This design comes from an exercise in tuning for small area on the open sky130 flow, not from production work.
At most, simulation tests tie the RTL to the original design; equivalence was not proved.
The clock input has no modelled driver; a real chip could not lean on it and would need a root buffer or a full tree.
Power is estimated from default activity; no workload was simulated.

==> module axi4_master, before the edit <==
module axi4_master
(
    input  logic          clk,
    input  logic          arst,
    input  logic          io_interrupt,
    input  logic          i_write_req,
    input  logic          i_read_req,
    input  logic [ 31:0 ] i_addr,
    input  logic [ 63:0 ] i_write_data,
    input  logic [  7:0 ] i_axi_len,
    input  logic [  2:0 ] i_axi_size,
    input  logic [  1:0 ] i_axi_burst,
    input  logic [  7:0 ] i_axi_strb,
    output logic [ 63:0 ] o_read_data,
    output logic          o_axi_done,
    output logic          o_axi_handshake,
    input  logic          i_awready,
    output logic          o_awvalid,
    output logic [  3:0 ] o_awid,
    output logic [ 31:0 ] o_awaddr,
    output logic [  7:0 ] o_awlen,
    output logic [  2:0 ] o_awsize,
    output logic [  1:0 ] o_awburst,
    input  logic          i_wready,
    output logic          o_wvalid,
    output logic [ 63:0 ] o_wdata,
    output logic [  7:0 ] o_wstrb, 
    output logic          o_wlast,
    output logic          o_bready,
    input  logic          i_bvalid,
    input  logic [  3:0 ] i_bid,
    input  logic [  1:0 ] i_bresp,
    input  logic          i_arready,
    output logic          o_arvalid,
    output logic [  3:0 ] o_arid,
    output logic [ 31:0 ] o_araddr,
    output logic [  7:0 ] o_arlen,
    output logic [  2:0 ] o_arsize,
    output logic [  1:0 ] o_arburst,
    output logic          o_rready,
    input  logic          i_rvalid,
    input  logic [  3:0 ] i_rid, 
    input  logic [  1:0 ] i_rresp,
    input  logic [ 63:0 ] i_rdata,
    input  logic          i_rlast
);
    assign o_read_data = i_rdata;
    assign o_arlen     = i_axi_len;
    assign o_arsize    = i_axi_size;
    assign o_arburst   = i_axi_burst;
    assign o_awlen     = i_axi_len;
    assign o_awsize    = i_axi_size;
    assign o_awburst   = i_axi_burst;
    assign o_wdata     = i_write_data;
    logic s_w;
    logic s_a;
    logic s_d;
    logic s_idle;
    logic s_rlast;
    logic [ 7:0 ] s_count;
    logic [ 31:0 ] s_addr;
    assign s_idle    = ~( s_w | s_a | s_d );
    assign o_awvalid = s_w & s_a;
    assign o_wvalid  = s_w & s_d;
    assign o_bready  = s_w & ~s_a & ~s_d;
    assign o_arvalid = ~s_w & s_a;
    assign o_rready  = ~s_w & s_d;
    always_ff @( posedge clk, posedge arst ) begin
        if ( arst ) begin
            s_w    <= 1'b0;
            s_a    <= 1'b0;
            s_d    <= 1'b0;
            o_awid <= '0;
            o_arid <= '0;
        end
        else begin
            s_w <= ( s_idle & i_write_req ) | ( s_w & ~i_bvalid );
            s_a <= ( s_idle & ( i_write_req | i_read_req ) ) | ( s_a & ~( s_w ? i_awready : i_arready ) );
            s_d <= s_a | ( s_d & ~( ( s_count == i_axi_len ) & i_wready ) & ~s_rlast );
            o_awid <= o_awid + { 3'b0, i_bvalid };
            o_arid <= o_arid + { 3'b0, s_rlast };
        end
    end
    always_ff @( posedge clk ) begin
        if ( s_idle ) o_wstrb <= i_axi_strb;
    end
    always_ff @( posedge clk ) begin
        if ( s_idle ) s_addr[ 31:8 ] <= i_addr[ 31:8 ];
    end
    always_ff @( posedge clk ) begin
        if      ( s_idle                ) s_addr[ 7:0 ] <= i_addr[ 7:0 ];
        else if ( o_awvalid & i_awready ) s_addr[ 7:0 ] <= 8'b0;
        else                              s_addr[ 7:0 ] <= s_addr[ 7:0 ] + { 7'b0, i_wready };
    end
    assign o_awaddr = s_addr;
    assign o_araddr = s_addr;
    assign s_count  = s_addr[ 7:0 ];
    assign o_wlast = ~s_a & ( s_count == i_axi_len );
    assign o_axi_done = ( i_bvalid & ( i_bresp == 2'b0 ) ) | s_rlast;
    assign o_axi_handshake = i_wready | i_rvalid;
    always_ff @( posedge clk ) begin
        s_rlast <= i_rlast;
    end
endmodule
clock: 5.0 ns
lec_check: 0
cap_margin: 20
core_area: 5 5 175 175
cts_buf_list: sky130_fd_sc_hd__clkbuf_8
die_area: 0 0 180 180
slew_margin: 20
standard.sh (not shown) runs the stock make flow with config.mk's settings and CLKGATE_MAP_FILE= SYNTH_SCRIPT=/design/flow/synth_recipe.tcl, a recipe that flattens the netlist after the stock synthesis.
==> flow/flow/run.sh <==
#!/bin/bash
# Standard layout (the standard.sh) with these changes:
#  - port buffers made from the smallest buffer cell (buf_1);
#  - after global placement the design's own cells are pulled toward the core's centre;
#  - after placement resizing, logic cells are swapped for their smallest-area variant;
#  - the clock reaches the registers through a few clock buffers, one per group of registers,
#    driven from the clock port (clkbuf.tcl), instead of TritonCTS's tree.
export FLOW_FLOW_DIR=$PWD/flow
export BUFFER_PORTS_ARGS="-buffer_cell sky130_fd_sc_hd__buf_1"
export POST_GLOBAL_PLACE_TCL=$FLOW_FLOW_DIR/squeeze.tcl
export FLOW_SQUEEZE=0.3
export POST_RESIZE_TCL=$FLOW_FLOW_DIR/downsize.tcl
export PRE_CTS_TCL=$FLOW_FLOW_DIR/cts_hook.tcl
export FLOW_CLK_CELL=sky130_fd_sc_hd__clkbuf_8
export FLOW_CLK_K=3
bash standard.sh > standard.log 2>&1
Other scripts of this flow, unchanged in this note and not shown: flow/flow/clkbuf.tcl, flow/flow/cts_hook.tcl, flow/flow/downsize.tcl, flow/flow/squeeze.tcl
Edit:
--- a/flow/design.v
+++ b/flow/design.v
@@ -54,14 +54,16 @@
     assign o_wdata     = i_write_data;
     logic s_w;
     logic s_a;
     logic s_d;
     logic s_idle;
+    logic s_hold;
     logic s_rlast;
     logic [ 7:0 ] s_count;
     logic [ 31:0 ] s_addr;
     assign s_idle    = ~( s_w | s_a | s_d );
+    assign s_hold    = ~( s_idle & ( i_write_req | i_read_req ) );
     assign o_awvalid = s_w & s_a;
     assign o_wvalid  = s_w & s_d;
     assign o_bready  = s_w & ~s_a & ~s_d;
     assign o_arvalid = ~s_w & s_a;
     assign o_rready  = ~s_w & s_d;
@@ -80,14 +82,14 @@
             o_awid <= o_awid + { 3'b0, i_bvalid };
             o_arid <= o_arid + { 3'b0, s_rlast };
         end
     end
     always_ff @( posedge clk ) begin
-        if ( s_idle ) o_wstrb <= i_axi_strb;
+        o_wstrb <= ( i_axi_strb & { 8{ s_idle } } ) | ( o_wstrb & { 8{ s_hold } } );
     end
     always_ff @( posedge clk ) begin
-        if ( s_idle ) s_addr[ 31:8 ] <= i_addr[ 31:8 ];
+        s_addr[ 31:8 ] <= ( i_addr[ 31:8 ] & { 24{ s_idle } } ) | ( s_addr[ 31:8 ] & { 24{ s_hold } } );
     end
     always_ff @( posedge clk ) begin
         if      ( s_idle                ) s_addr[ 7:0 ] <= i_addr[ 7:0 ];
         else if ( o_awvalid & i_awready ) s_addr[ 7:0 ] <= 8'b0;
         else                              s_addr[ 7:0 ] <= s_addr[ 7:0 ] + { 7'b0, i_wready };
Result:
- cell area drops by 0.78%
- worst setup slack gets better by 130 ps
- fmax climbs by 3.7%
- global-route usage climbs by 0.51 points
- power climbs by 23%
- wire length climbs by 6.7%
- via count climbs by 16%
- sequential power climbs by 6.8%
- register-to-register slack gets worse by 70 ps
- die area is unchanged
- hold slack gets worse by 3.2 ps
- clock skew climbs by 14 ps
For the first run of this note, only the layout was checked, not whether the RTL still works. In every run of this note, the design's own scripts or RTL, not TritonCTS, make the clock network.

* * *

axi4_master, a different RTL version from the one above (not shown whole).
Size in the first run: ~52 flip-flops, roughly 450 I/O pins, roughly 3500 µm² of cells after synthesis.
==> module axi4_master, before the edit <==
module axi4_master
(
    input  logic          clk,
    input  logic          arst,
    input  logic          io_interrupt,
    input  logic          i_write_req,
    input  logic          i_read_req,
    input  logic [ 31:0 ] i_addr,
    input  logic [ 63:0 ] i_write_data,
    input  logic [  7:0 ] i_axi_len,
    input  logic [  2:0 ] i_axi_size,
    input  logic [  1:0 ] i_axi_burst,
    input  logic [  7:0 ] i_axi_strb,
    output logic [ 63:0 ] o_read_data,
    output logic          o_axi_done,
    output logic          o_axi_handshake,
    input  logic          i_awready,
    output logic          o_awvalid,
    output logic [  3:0 ] o_awid,
    output logic [ 31:0 ] o_awaddr,
    output logic [  7:0 ] o_awlen,
    output logic [  2:0 ] o_awsize,
    output logic [  1:0 ] o_awburst,
    input  logic          i_wready,
    output logic          o_wvalid,
    output logic [ 63:0 ] o_wdata,
    output logic [  7:0 ] o_wstrb, 
    output logic          o_wlast,
    output logic          o_bready,
    input  logic          i_bvalid,
    input  logic [  3:0 ] i_bid,
    input  logic [  1:0 ] i_bresp,
    input  logic          i_arready,
    output logic          o_arvalid,
    output logic [  3:0 ] o_arid,
    output logic [ 31:0 ] o_araddr,
    output logic [  7:0 ] o_arlen,
    output logic [  2:0 ] o_arsize,
    output logic [  1:0 ] o_arburst,
    output logic          o_rready,
    input  logic          i_rvalid,
    input  logic [  3:0 ] i_rid, 
    input  logic [  1:0 ] i_rresp,
    input  logic [ 63:0 ] i_rdata,
    input  logic          i_rlast
);
    assign o_read_data = i_rdata;
    assign o_arlen     = i_axi_len;
    assign o_arsize    = i_axi_size;
    assign o_arburst   = i_axi_burst;
    assign o_awlen     = i_axi_len;
    assign o_awsize    = i_axi_size;
    assign o_awburst   = i_axi_burst;
    assign o_wdata     = i_write_data;
    logic s_w;
    logic s_a;
    logic s_d;
    logic s_idle;
    logic s_write;
    logic s_rlast;
    logic [ 7:0 ] s_count;
    logic [ 31:0 ] s_addr;
    assign s_idle    = ~( s_w | s_a | s_d );
    assign s_write   = s_w & ~s_a & s_d;
    assign o_awvalid = s_w & s_a;
    assign o_wvalid  = s_w & s_d;
    assign o_bready  = s_w & ~s_a & ~s_d;
    assign o_arvalid = ~s_w & s_a;
    assign o_rready  = ~s_w & s_d;
    always_ff @( posedge clk, posedge arst ) begin
        if ( arst ) begin
            s_w    <= 1'b0;
            s_a    <= 1'b0;
            s_d    <= 1'b0;
            o_awid <= '0;
            o_arid <= '0;
        end
        else begin
            s_w <= ( s_idle & i_write_req ) | ( s_w & ~( o_bready & i_bvalid ) );
            s_a <= ( s_idle & ( i_write_req | i_read_req ) ) | ( s_a & ~( s_w ? i_awready : i_arready ) );
            s_d <= s_a | ( s_d & ~( s_w ? ( o_wlast & i_wready ) : s_rlast ) );
            if ( o_bready & i_bvalid          ) o_awid <= o_awid + 4'b1;
            if ( o_rready & ~s_a & s_rlast    ) o_arid <= o_arid + 4'b1;
        end
    end
    always_ff @( posedge clk ) begin
        if ( s_idle ) o_wstrb <= i_axi_strb;
    end
    always_ff @( posedge clk ) begin
        if ( s_idle ) s_addr[ 31:8 ] <= i_addr[ 31:8 ];
    end
    always_ff @( posedge clk ) begin
        if      ( s_idle                ) s_addr[ 7:0 ] <= i_addr[ 7:0 ];
        else if ( o_awvalid & i_awready ) s_addr[ 7:0 ] <= i_axi_len;
        else if ( i_wready & o_wvalid   ) s_addr[ 7:0 ] <= s_addr[ 7:0 ] - 8'b1;
    end
    assign o_awaddr = s_addr;
    assign o_araddr = s_addr;
    assign s_count  = s_addr[ 7:0 ];
    assign o_wlast = s_write & ( s_count == 8'b0 );
    assign o_axi_done = ( ( i_bvalid ) & ( i_bresp == 2'b0 ) & ( o_bready ) ) | ( ( s_rlast ) );
    assign o_axi_handshake = ( i_wready & o_wvalid ) | ( o_rready & i_rvalid );
    always_ff @( posedge clk ) begin
        s_rlast <= i_rlast;
    end
endmodule
Settings: LEC_CHECK=0, CAP_MARGIN=20, CORE_AREA=5 5 175 175, CTS_BUF_LIST=sky130_fd_sc_hd__clkbuf_8, DIE_AREA=0 0 180 180, SLEW_MARGIN=20; clock period 5.0 ns.
==> flow/flow/run.sh <==
#!/bin/bash
# Standard layout, with the port buffers made from the smallest buffer cell.
cp standard.sh standard.sh.txt
export BUFFER_PORTS_ARGS="-buffer_cell sky130_fd_sc_hd__buf_1"
bash standard.sh > standard.log 2>&1
Edit:
--- a/flow/design.v
+++ b/flow/design.v
@@ -52,35 +52,33 @@
     assign o_awsize    = i_axi_size;
     assign o_awburst   = i_axi_burst;
     assign o_wdata     = i_write_data;
-    logic s_w;
-    logic s_a;
-    logic s_d;
     logic s_idle;
     logic s_write;
+    logic s_read;
     logic s_rlast;
     logic [ 7:0 ] s_count;
     logic [ 31:0 ] s_addr;
-    assign s_idle    = ~( s_w | s_a | s_d );
-    assign s_write   = s_w & ~s_a & s_d;
-    assign o_awvalid = s_w & s_a;
-    assign o_wvalid  = s_w & s_d;
-    assign o_bready  = s_w & ~s_a & ~s_d;
-    assign o_arvalid = ~s_w & s_a;
-    assign o_rready  = ~s_w & s_d;
+    assign s_idle  = ~( o_awvalid | o_wvalid | o_bready | o_arvalid | o_rready );
+    assign s_write = o_wvalid & ~o_awvalid;
+    assign s_read  = o_rready & ~o_arvalid;
     always_ff @( posedge clk, posedge arst ) begin
         if ( arst ) begin
-            s_w    <= 1'b0;
-            s_a    <= 1'b0;
-            s_d    <= 1'b0;
-            o_awid <= '0;
-            o_arid <= '0;
+            o_awvalid <= 1'b0;
+            o_wvalid  <= 1'b0;
+            o_bready  <= 1'b0;
+            o_arvalid <= 1'b0;
+            o_rready  <= 1'b0;
+            o_awid    <= '0;
+            o_arid    <= '0;
         end
         else begin
-            s_w <= ( s_idle & i_write_req ) | ( s_w & ~( o_bready & i_bvalid ) );
-            s_a <= ( s_idle & ( i_write_req | i_read_req ) ) | ( s_a & ~( s_w ? i_awready : i_arready ) );
-            s_d <= s_a | ( s_d & ~( s_w ? ( o_wlast & i_wready ) : s_rlast ) );
-            if ( o_bready & i_bvalid          ) o_awid <= o_awid + 4'b1;
-            if ( o_rready & ~s_a & s_rlast    ) o_arid <= o_arid + 4'b1;
+            o_awvalid <= ( s_idle & i_write_req ) | ( o_awvalid & ~i_awready );
+            o_arvalid <= ( s_idle & ~i_write_req & i_read_req ) | ( o_arvalid & ~i_arready );
+            o_wvalid  <= o_awvalid | ( o_wvalid & ~( o_wlast & i_wready ) );
+            o_bready  <= ( o_wlast & i_wready ) | ( o_bready & ~i_bvalid );
+            o_rready  <= o_arvalid | ( o_rready & ~s_rlast );
+            if ( o_bready & i_bvalid ) o_awid <= o_awid + 4'b1;
+            if ( s_read & s_rlast    ) o_arid <= o_arid + 4'b1;
         end
     end
     always_ff @( posedge clk ) begin
The new run went through all stages and came out clean.
Clock-buffer cell count is unchanged.
Total power fell by 16%.
Synthesized area barely changes.
Global-route usage goes up by 0.32 points.
Final area came out higher by about 0.9%.
Wire length climbs by about 4.6%.
Core utilization rises by 0.10 points.
Setup slack degrades by 0.25 ns.
Flip-flop and latch count grows by 2.
Final cell count is higher by about 0.6%.
Clock power drops by about 10%.
Register-to-register slack gets better by 0.46 ns.
Only the layout flow was run in the second run of this note; the RTL was not checked for function there.

* * *

## JK
The RTL this note starts from:
==> flow/design.v <==
module axi4_master
(
    input  logic          clk,
    input  logic          arst,
    input  logic          io_interrupt,
    input  logic          i_write_req,
    input  logic          i_read_req,
    input  logic [ 31:0 ] i_addr,
    input  logic [ 63:0 ] i_write_data,
    input  logic [  7:0 ] i_axi_len,
    input  logic [  2:0 ] i_axi_size,
    input  logic [  1:0 ] i_axi_burst,
    input  logic [  7:0 ] i_axi_strb,
    output logic [ 63:0 ] o_read_data,
    output logic          o_axi_done,
    output logic          o_axi_handshake,
    input  logic          i_awready,
    output logic          o_awvalid,
    output logic [  3:0 ] o_awid,
    output logic [ 31:0 ] o_awaddr,
    output logic [  7:0 ] o_awlen,
    output logic [  2:0 ] o_awsize,
    output logic [  1:0 ] o_awburst,
    input  logic          i_wready,
    output logic          o_wvalid,
    output logic [ 63:0 ] o_wdata,
    output logic [  7:0 ] o_wstrb, 
    output logic          o_wlast,
    output logic          o_bready,
    input  logic          i_bvalid,
    input  logic [  3:0 ] i_bid,
    input  logic [  1:0 ] i_bresp,
    input  logic          i_arready,
    output logic          o_arvalid,
    output logic [  3:0 ] o_arid,
    output logic [ 31:0 ] o_araddr,
    output logic [  7:0 ] o_arlen,
    output logic [  2:0 ] o_arsize,
    output logic [  1:0 ] o_arburst,
    output logic          o_rready,
    input  logic          i_rvalid,
    input  logic [  3:0 ] i_rid, 
    input  logic [  1:0 ] i_rresp,
    input  logic [ 63:0 ] i_rdata,
    input  logic          i_rlast
);
    assign o_read_data = i_rdata;
    assign o_arlen     = i_axi_len;
    assign o_arsize    = i_axi_size;
    assign o_arburst   = i_axi_burst;
    assign o_awlen     = i_axi_len;
    assign o_awsize    = i_axi_size;
    assign o_awburst   = i_axi_burst;
    assign o_wdata     = i_write_data;
    logic s_w;
    logic s_a;
    logic s_d;
    logic s_idle;
    logic s_rlast;
    logic [ 7:0 ] s_count;
    logic [ 31:0 ] s_addr;
    assign s_idle    = ~( s_w | s_a | s_d );
    assign o_awvalid = s_w & s_a;
    assign o_wvalid  = s_w & s_d;
    assign o_bready  = s_w & ~s_a & ~s_d;
    assign o_arvalid = ~s_w & s_a;
    assign o_rready  = ~s_w & s_d;
    always_ff @( posedge clk, posedge arst ) begin
        if ( arst ) begin
            s_w    <= 1'b0;
            s_a    <= 1'b0;
            s_d    <= 1'b0;
            o_awid <= '0;
            o_arid <= '0;
        end
        else begin
            s_w <= ( s_idle & i_write_req ) | ( s_w & ~i_bvalid );
            s_a <= ( s_idle & ( i_write_req | i_read_req ) ) | ( s_a & ~( s_w ? i_awready : i_arready ) );
            s_d <= s_a | ( s_d & ~( ( s_count == 8'b0 ) & i_wready ) & ~s_rlast );
            if ( i_bvalid ) o_awid <= o_awid + 4'b1;
            if ( s_rlast  ) o_arid <= o_arid + 4'b1;
        end
    end
    always_ff @( posedge clk ) begin
        if ( s_idle ) o_wstrb <= i_axi_strb;
    end
    always_ff @( posedge clk ) begin
        if ( s_idle ) s_addr[ 31:8 ] <= i_addr[ 31:8 ];
    end
    always_ff @( posedge clk ) begin
        if      ( s_idle                ) s_addr[ 7:0 ] <= i_addr[ 7:0 ];
        else if ( o_awvalid & i_awready ) s_addr[ 7:0 ] <= i_axi_len;
        else if ( i_wready              ) s_addr[ 7:0 ] <= s_addr[ 7:0 ] - 8'b1;
    end
    assign o_awaddr = s_addr;
    assign o_araddr = s_addr;
    assign s_count  = s_addr[ 7:0 ];
    assign o_wlast = ~s_a & ( s_count == 8'b0 );
    assign o_axi_done = ( i_bvalid & ( i_bresp == 2'b0 ) ) | s_rlast;
    assign o_axi_handshake = i_wready | i_rvalid;
    always_ff @( posedge clk ) begin
        s_rlast <= i_rlast;
    end
endmodule
Settings: LEC_CHECK=0, CAP_MARGIN=20, CORE_AREA=5 5 175 175, CTS_BUF_LIST=sky130_fd_sc_hd__clkbuf_8, DIE_AREA=0 0 180 180, SLEW_MARGIN=20; clock period 5.0 ns.
==> flow/flow/run.sh <==
#!/bin/bash
# Standard layout with: port buffers of the smallest buffer cell, logic cells downsized after
# placement, and a clock tree built from one buffer size without dummy loads.
export BUFFER_PORTS_ARGS="-buffer_cell sky130_fd_sc_hd__buf_1"
export POST_RESIZE_TCL=$PWD/flow/downsize.tcl
export CTS_ARGS="-sink_clustering_enable -repair_clock_nets -buf_list sky130_fd_sc_hd__clkbuf_8 -dont_use_dummy_load"
bash standard.sh > standard.log 2>&1
==> flow/flow/downsize.tcl <==
# Swap each logic cell for the smallest-area cell of the same function (same name, lowest drive),
# then let repair_design fix any slew or capacitance limit this breaks.
proc my_downsize {} {
  set db [ord::get_db]
  set block [ord::get_db_block]
  set n 0
  foreach inst [$block getInsts] {
    set master [$inst getMaster]
    set name [$master getName]
    if {![regexp {^(sky130_fd_sc_hd__[a-z0-9]+)_([0-9]+)$} $name -> base drive]} { continue }
    if {[regexp {clkdly|dly|tap|fill|decap|conb|diode} $base]} { continue }
    if {[$inst isFixed]} { continue }
    set best $master
    set best_area [expr {[$master getWidth] * [$master getHeight]}]
    foreach d {0 1 2 4} {
      set m [$db findMaster ${base}_$d]
      if {$m eq "NULL" || $m eq ""} { continue }
      set a [expr {[$m getWidth] * [$m getHeight]}]
      if {$a < $best_area} { set best $m; set best_area $a }
    }
    if {$best ne $master} {
      replace_cell [$inst getName] [$best getName]
      incr n
    }
  }
  puts "my_downsize: replaced $n cells"
}
my_downsize
estimate_parasitics -placement
repair_design
report_worst_slack -max
report_worst_slack -min
diff inputs: JK => MS
diff --git a/flow/design.v b/flow/design.v
--- a/flow/design.v
+++ b/flow/design.v
@@ -75,9 +75,9 @@
         end
         else begin
             s_w <= ( s_idle & i_write_req ) | ( s_w & ~i_bvalid );
             s_a <= ( s_idle & ( i_write_req | i_read_req ) ) | ( s_a & ~( s_w ? i_awready : i_arready ) );
-            s_d <= s_a | ( s_d & ~( ( s_count == 8'b0 ) & i_wready ) & ~s_rlast );
+            s_d <= s_a | ( s_d & ~( ( s_count == i_axi_len ) & i_wready ) & ~s_rlast );
             if ( i_bvalid ) o_awid <= o_awid + 4'b1;
             if ( s_rlast  ) o_arid <= o_arid + 4'b1;
         end
     end
@@ -88,15 +88,15 @@
         if ( s_idle ) s_addr[ 31:8 ] <= i_addr[ 31:8 ];
     end
     always_ff @( posedge clk ) begin
         if      ( s_idle                ) s_addr[ 7:0 ] <= i_addr[ 7:0 ];
-        else if ( o_awvalid & i_awready ) s_addr[ 7:0 ] <= i_axi_len;
-        else if ( i_wready              ) s_addr[ 7:0 ] <= s_addr[ 7:0 ] - 8'b1;
+        else if ( o_awvalid & i_awready ) s_addr[ 7:0 ] <= 8'b0;
+        else if ( i_wready              ) s_addr[ 7:0 ] <= s_addr[ 7:0 ] + 8'b1;
     end
     assign o_awaddr = s_addr;
     assign o_araddr = s_addr;
     assign s_count  = s_addr[ 7:0 ];
-    assign o_wlast = ~s_a & ( s_count == 8'b0 );
+    assign o_wlast = ~s_a & ( s_count == i_axi_len );
     assign o_axi_done = ( i_bvalid & ( i_bresp == 2'b0 ) ) | s_rlast;
     assign o_axi_handshake = i_wready | i_rvalid;
     always_ff @( posedge clk ) begin
         s_rlast <= i_rlast;
Findings:
From JK to MS the numbers moved as follows: total met3 wirelength after detailed routing dropped about 3.5%; post-synthesis cell count now sits lower; synthesized net count dropped 11.
Summary of MS over JK: number of stages on the worst hold path was more or less identical, global-route met2 utilization went down by 0.89 points.
Per the comparison of MS with JK, critical path depth increased 2; total power essentially unchanged; average cell area after synthesis increased 1.8%; biggest fanout along the worst timing path decreased 3.
Diff MS and JK: overall fraction of global-route tracks in use lower in MS
MS completed end to end with timing, DRC and antenna clean.
Diff MS..JK | sequential share of layout area | negligible
Worst-case reg-to-reg path depth: MS and JK compared, lower one is MS
For JK, only the layout was checked, not whether the RTL still works.

what the ideal ports hide:
No port has a modelled driver above. Below, the same layouts with a new extraction and two added sets of constraints. Step 1 sets driving cells, clkbuf_16 on the clock port and buf_2 on the other inputs (assumed; they add their load-dependent delay and slew). Step 2 times the ports against the registers' clock, not the clock port: input delays grow and output delays shrink by t, the midpoint of the rising clock arrivals with the driver on. Three values: ideal ports, drivers, drivers and shift; two values: the first two.
run	shift t [ns]	slack for setup (ns)	pins driven straight from the clock port
the first run of note 1	0.209	1.371 / 1.348 / 1.348	3
the second run of note 1	0.220	1.501 / 1.478 / 1.478	3
the first run of note 2	0.357	2.033 / 1.995 / 2.265	1
the second run of note 2	0.350	1.779 / 1.741 / 2.091	1
JK	0.353	1.951 / 1.921 / 2.273	1
MS	0.346	1.520 / 1.487 / 1.487	1
After both steps setup and hold are still met in every run listed. For MS, which loses most, drivers alone change the setup slack by -0.033 ns; drivers and shift together by -0.033 ns.
